From an optimization exercise on the open Yosys and OpenROAD flow, aimed at small area and a short achievable clock period; shortcuts taken in it are not production practice.
Function was checked by simulation only, so behaviour that the tests miss may differ from the original.

`design/flow/constraint.sdc`:
```
create_clock -name core_clock -period 26.0 [get_ports {clk}]
set_input_delay 5.2000 -clock core_clock [delete_from_list [all_inputs] [get_ports {clk}]]
set_output_delay 5.2000 -clock core_clock [all_outputs]
set_load 0.01 [all_outputs]
```
`design/flow/run.sh`:
```
#!/bin/bash
# synth_recipe.tcl (not shown) runs the flow's synth.tcl, then flattens the netlist and writes it again
# the make line also repeats each setting of config.mk as NAME=value (left out here)
make -C /OpenROAD-flow-scripts/flow DESIGN_CONFIG=/design/flow/config.mk WORK_HOME=/design/flow/orfs CLKGATE_MAP_FILE= SYNTH_SCRIPT=/design/flow/synth_recipe.tcl finish
```
`design/flow/design.v`:
```
module data_memory (
    input clk,
    input reset,
    input [15:0] x_in,         
    output [15:0] x_out,       
    input en                  
);
    reg [15:0] data_reg;       
    always @(posedge clk or posedge reset) begin
        if (reset) begin
            data_reg <= 16'b0;
        end else if (en) begin
            data_reg <= x_in;
        end
    end
    assign x_out = data_reg;
endmodule
module coefficient_memory (
    input clk,
    input reset,
    input [15:0] w_in,          
    output [15:0] w_out,        
    input en_wr                 
);
    reg [15:0] coeff_reg;       
    always @(posedge clk or posedge reset) begin
        if (reset) begin
            coeff_reg <= 16'b0;
        end else if (en_wr) begin
            coeff_reg <= w_in;   
        end
    end
    assign w_out = coeff_reg;
endmodule
module mac_filter (
    input [15:0] x_in,          
    input [15:0] w_in,          
    input [31:0] mac_in,        
    output [31:0] mac_out       
);
    wire signed [31:0] prod = $signed(x_in) * $signed(w_in);
    assign mac_out = mac_in + prod;   
endmodule
module saturation_block (
    input [31:0] y_in,        
    output reg [15:0] y_out   
);
    wire [16:0] y_q15 = y_in[31:15];   
    always @(*) begin
        if (y_q15[16] != y_q15[15])
            y_out = y_q15[16] ? 16'h8000 : 16'h7fff;   
        else
            y_out = y_q15[15:0];   
    end
endmodule
module system_output (
    input [15:0] d_in,         
    input [15:0] y_in,         
    output [15:0] e_out        
);
    assign e_out = d_in - y_in;  
endmodule
module adaptation_block (
    input [15:0] e_in,         
    input [15:0] x_in,         
    input [15:0] w_in,         
    input [15:0] mu,           
    output [15:0] w_out        
);
    wire signed [31:0] mu_e = $signed({1'b0, mu}) * $signed(e_in);
    wire signed [15:0] step = mu_e[31:16];           
    wire signed [31:0] weight_update = step * $signed(x_in);
    assign w_out = w_in + weight_update[30:15];
endmodule
module lms_filter #(
    parameter TAPS = 4
) (
    input clk,
    input reset,
    input en,                  
    input [15:0] x_in,         
    input [15:0] d_in,         
    input [15:0] mu,           
    output [15:0] y_out,       
    output [15:0] e_out        
);
    wire [15:0] x_tap [0:TAPS];
    wire [15:0] w_tap [0:TAPS-1];
    wire [15:0] w_new [0:TAPS-1];
    wire [31:0] acc   [0:TAPS];
    wire [15:0] d_q;
    assign x_tap[0] = x_in;
    assign acc[0]   = 32'b0;
    data_memory u_d (.clk(clk), .reset(reset), .x_in(d_in), .x_out(d_q), .en(en));
    genvar k;
    generate
        for (k = 0; k < TAPS; k = k + 1) begin : tap
            data_memory u_x (
                .clk(clk), .reset(reset), .x_in(x_tap[k]), .x_out(x_tap[k+1]), .en(en)
            );
            coefficient_memory u_w (
                .clk(clk), .reset(reset), .w_in(w_new[k]), .w_out(w_tap[k]),
                .en_wr(en)
            );
            mac_filter u_mac (
                .x_in(x_tap[k+1]), .w_in(w_tap[k]), .mac_in(acc[k]), .mac_out(acc[k+1])
            );
            adaptation_block u_adapt (
                .e_in(e_out), .x_in(x_tap[k+1]), .w_in(w_tap[k]), .mu(mu), .w_out(w_new[k])
            );
        end
    endgenerate
    saturation_block u_sat (.y_in(acc[TAPS]), .y_out(y_out));
    system_output u_err (.d_in(d_q), .y_in(y_out), .e_out(e_out));
endmodule
```
`design/flow/config.mk`:
```
export PLATFORM = sky130hd
export DESIGN_NAME = lms_filter
export DESIGN_NICKNAME = lms_filter
export VERILOG_FILES = /design/flow/design.v
export SDC_FILE = /design/flow/constraint.sdc
export NUM_CORES = 4
export LEC_CHECK = 0
export CAP_MARGIN = 20
export CORE_MARGIN = 2
export CORE_UTILIZATION = 40
export SLEW_MARGIN = 20
```
==> implementation parameters <==
Parameter                              Value

Outcome
  Result of the run ... no timing/DRC/antenna violations

Setup path
  Worst-path maximum fanout ... 29
  R2r setup slk ... 0.86 ns
  R2r endpoint ... tap[2].u_w.coeff_reg[15]
  Required time reported for the critical path endpoint ... around 26 ns
  Type of element launching the critical path ... flip-flop
  Category of the critical setup timing path ... reg2reg
  Largest stage delay on the critical path ... between 0.8 and 0.9 ns
  CP Capture Type ... flip-flop
  Worst-path cell with the longest stage delay ... dfrtp_1
  Critical Path Most Common Cell ... fa_1
  Startpoint of the worst register-to-register path ... tap[1].u_x.data_reg[2]
  Worst reg-to-reg path cell count ... 104
  Crit path DAT ... between 20 and 30 ns

Hold path
  Endpoint of the worst hold path ... u_d.data_reg[12]
  HP Start ... u_d.data_reg[12]
  Worst min-delay path class ... reg2reg
  Hold path cells ... 1

Clock tree
  CTS tree ... built
  Number of H-tree levels ... 4
  Number of buffers created by CTS ... 17
  Clk buf depth ... 2
  Clock insertion delay at the later pin of the skew report ... 0.56 ns
  Root Buffer ... clkbuf_16
  Clock input transition at the sequential cells of the worst setup and hold paths ... approximately 0.090 ns
  Clk sinks ... 144

Floorplanning
  Full die area ... approximately 240000 µm²
  DIE WIDTH ... just under 500 µm
  Initial Util ... about two fifths
  Cell Rows ... approximately 180
  Top-level I/O count ... 83
  Core box area ... 232000 µm²
  Vert. Die Dim ... between 400 and 500 µm

Yosys
  Number of instances in the synthesized netlist ... 9858
  Library cell with the largest summed area after synthesis ... fa_1
  Seq/Total Area, Yosys ... between 3 and 4%
  Ranking of synthesized cells by area ... fa_1, inv_1, ha_1, and2_1, nand2_1
  Total standard cell area after synthesis ... slightly above 90000 µm²
  Average cell area after synthesis ... roughly 9.4 µm²
  Number of nets produced by synthesis ... between 10000 and 15000
  Most frequently used flop master after synthesis ... dfrtp_1
  Async set or reset register ratio after synthesis ... between 90% and 100%
  Register bit total from synthesis ... around 140
  Number of synthesized flops with an enable pin ... 0
  Warning count from the yosys run ... 4
  Top-area cell type share of the netlist area ... a little over half
  Distinct cells, synth ... ~70

STA
  Time the worst path needs with I/O delays and setup ... 25.14 ns
  Max transition margin ... 30.2%
  Worst Max-Slew Pin Slew ... around 1.0 ns
  Min Hold Slack ... 0.518 ns
  Final number of max-transition violations ... 0
  Final Hold Fails ... 0
  Setup skew after layout ... 0.0270 ns
  Final-report setup violation count ... 0
  Final WS setup ... about 0.86 ns
  Max Freq ... slightly below 40 MHz
  Final period util ... 96.7%

Placement
  Worst-case setup slack after placement ... -0.452 ns
  Weighted congestion at the end of routability-driven global placement ... between 0.9 and 1
  Count of input and output buffers ... 82
  DP Wirelength ... ~240 mm

Route
  First-pass DRT Iterations ... 5
  Number of violations reported at the end of detailed-routing iteration 0 ... 4077
  Number of vias in the routed layout ... approximately 65000
  DRC violations left ... 0
  Detail-routed via count per cell ... between 5 and 6
  Final routed wire length divided by cell count ... between 20 and 25 µm
  Wirelength, routed ... approximately 280 mm
  Post-detailed-route count of antenna-violating nets ... 0

Global routing
  Global-route wire length before repair ... 444 mm
  Total global routing overflow ... 0
  Via count of the first global-routing pass ... between 70000 and 80000
  Antenna violations before repair ... 23
  Overall fraction of global-route tracks in use ... around 25%
  Pin count of the biggest net entering global routing ... roughly 90

Cells and area
  Most common cell after layout, fill and taps aside ... inv_1
  Commonest cells after routing, fill and taps aside ... inv_1, fa_1, nand2_1
  Proportion of layout cells with a drive suffix above 1 ... under 10%
  Filler cell count in the final layout ... ~23000
  Reg area ... ~3700 µm²
  Nets ... ~13000
  Combined area of the multi-input logic cells ... 78300 µm²
  Relative area change from synthesis to final layout ... 8.38%

Job
  Reported max-cap violation count ... 0
[synth_stat cells, types with 6 or more instances]
cell,number
inv_1,2717
fa_1,2438
nand2_1,1102
and2_1,1059
ha_1,741
clkbuf_1,415
xnor2_1,205
dfrtp_1,144
nor2_1,140
mux2_2,125
a21oi_1,119
nand2b_1,68
a21o_1,64
and3_1,56
o21ai_0,55
xor2_1,53
nor2b_1,45
o21a_1,34
o21bai_1,30
nor3_1,29
nand4_1,23
or2_2,20
nand3_1,18
or3_1,14
a31oi_1,12
o2111ai_1,9
a211oi_1,8
o31ai_1,8
buf_2,6
nor4_1,6
[how the worst max path moves through the flow]
stage	start	end	cells past startpoint
2_1_floorplan	tap[3].u_x.data_reg[15]	tap[3].u_w.coeff_reg[15]	102
6_report	tap[1].u_x.data_reg[2]	tap[2].u_w.coeff_reg[15]	104
5_1_grt	tap[3].u_w.coeff_reg[3]	tap[1].u_w.coeff_reg[14]	104
3_3_place_gp	tap[1].u_x.data_reg[14]	tap[2].u_w.coeff_reg[15]	89
4_1_cts	tap[2].u_w.coeff_reg[2]	tap[2].u_w.coeff_reg[15]	100
3_5_place_dp	tap[1].u_x.data_reg[14]	tap[2].u_w.coeff_reg[15]	93
[layer usage]
layer / GRT usage (%) / up-vias / wire, µm
li1: - / 28300 / -
met1: 33.4 / 34900 / 119000
met2: 41.9 / 1878 / 136000
met3: 3.70 / 294 / 17600
met4: 5.74 / 4 / 6890
met5: 0 / - / 27
[layout make-up]
cell class                      instances  area share [%]
Tap cell                             3043            3.77
Clock buffer                           17           0.422
Timing Repair Buffer                  507            4.32
Multi-Input combinational cell       6569            77.5
Inverter                             2718            10.1
Antenna cell                            7          0.0174
Clock inverter                         15           0.148
Sequential cell                       144            3.64
[critical path: cells and delay by family, from the launching register on]
kind / cells / cell delay (ns)
AOI/OAI and AO/OA: 34 / 6.22
xor gates and xnor gates: 7 / 1.37
adders and majority gates: 28 / 12.28
buffers and inverters: 17 / 1.76
DFF: 1 / 0.82
and+or+nand+nor: 18 / 2.45
[kinds of logic after synthesis]
kind of cell	share of synthesized area, %
adder cells (fa/ha/maj)	62.4
buffers and inverters	12.7
AND/OR/NAND/NOR	14.1
AO/OA/AOI/OAI	2.87
XOR/XNOR	2.54
flip-flops	3.87
multiplexers	1.55
[metrics by stage]
stage	util (%)	std cells	cell area [µm²]	setup TNS, ns
after floorplan	-	9858	93100	0
after global placement	42.8	12900	99300	-1.12
after detailed placement	42.8	12900	99300	-1.86
after CTS	43.1	13000	100000	0
after global routing	43.5	13000	101000	-1.75
final	43.5	13000	101000	0
[repair_timing]
| item | 4_1_cts | 5_1_grt |
|---|---|---|
| buffers inserted | 5 | 43 |
| pin swaps | 1 | 24 |
| endpoints found under the setup margin | 11 | 47 |
| gates resized for setup | 23 | 152 |
| hold buffers | 0 | 0 |
| hold endpoints to repair | 0 | 0 |

[what the ideal ports hide]
In the flow no input, the clock included, has a driving cell. The finished layout below was timed again as built, in two steps.
Step 1: set_driving_cell puts a clkbuf_16 on clk and a buf_2 on each other input, an assumption about the parent block.
Step 2 times the ports against the registers' clock, not the clock port: input delays grow and output delays shrink by t, the midpoint of the rising clock arrivals with the driver on.
Three values: ideal, step 1, step 2; two values: the first two.
t, ns: 0.623
setup WS [ns]: 0.860 / 0.860 / 0.860
hold WS [ns]: 0.518 / 0.518 / 0.518
latest minus earliest clock arrival (ns): 0.027 / 0.027
pins driven straight from the clock port: 1
After both steps setup and hold are still met in this run. The setup slack of this run moves by 0.000 ns with the drivers and by 0.000 ns with both steps.
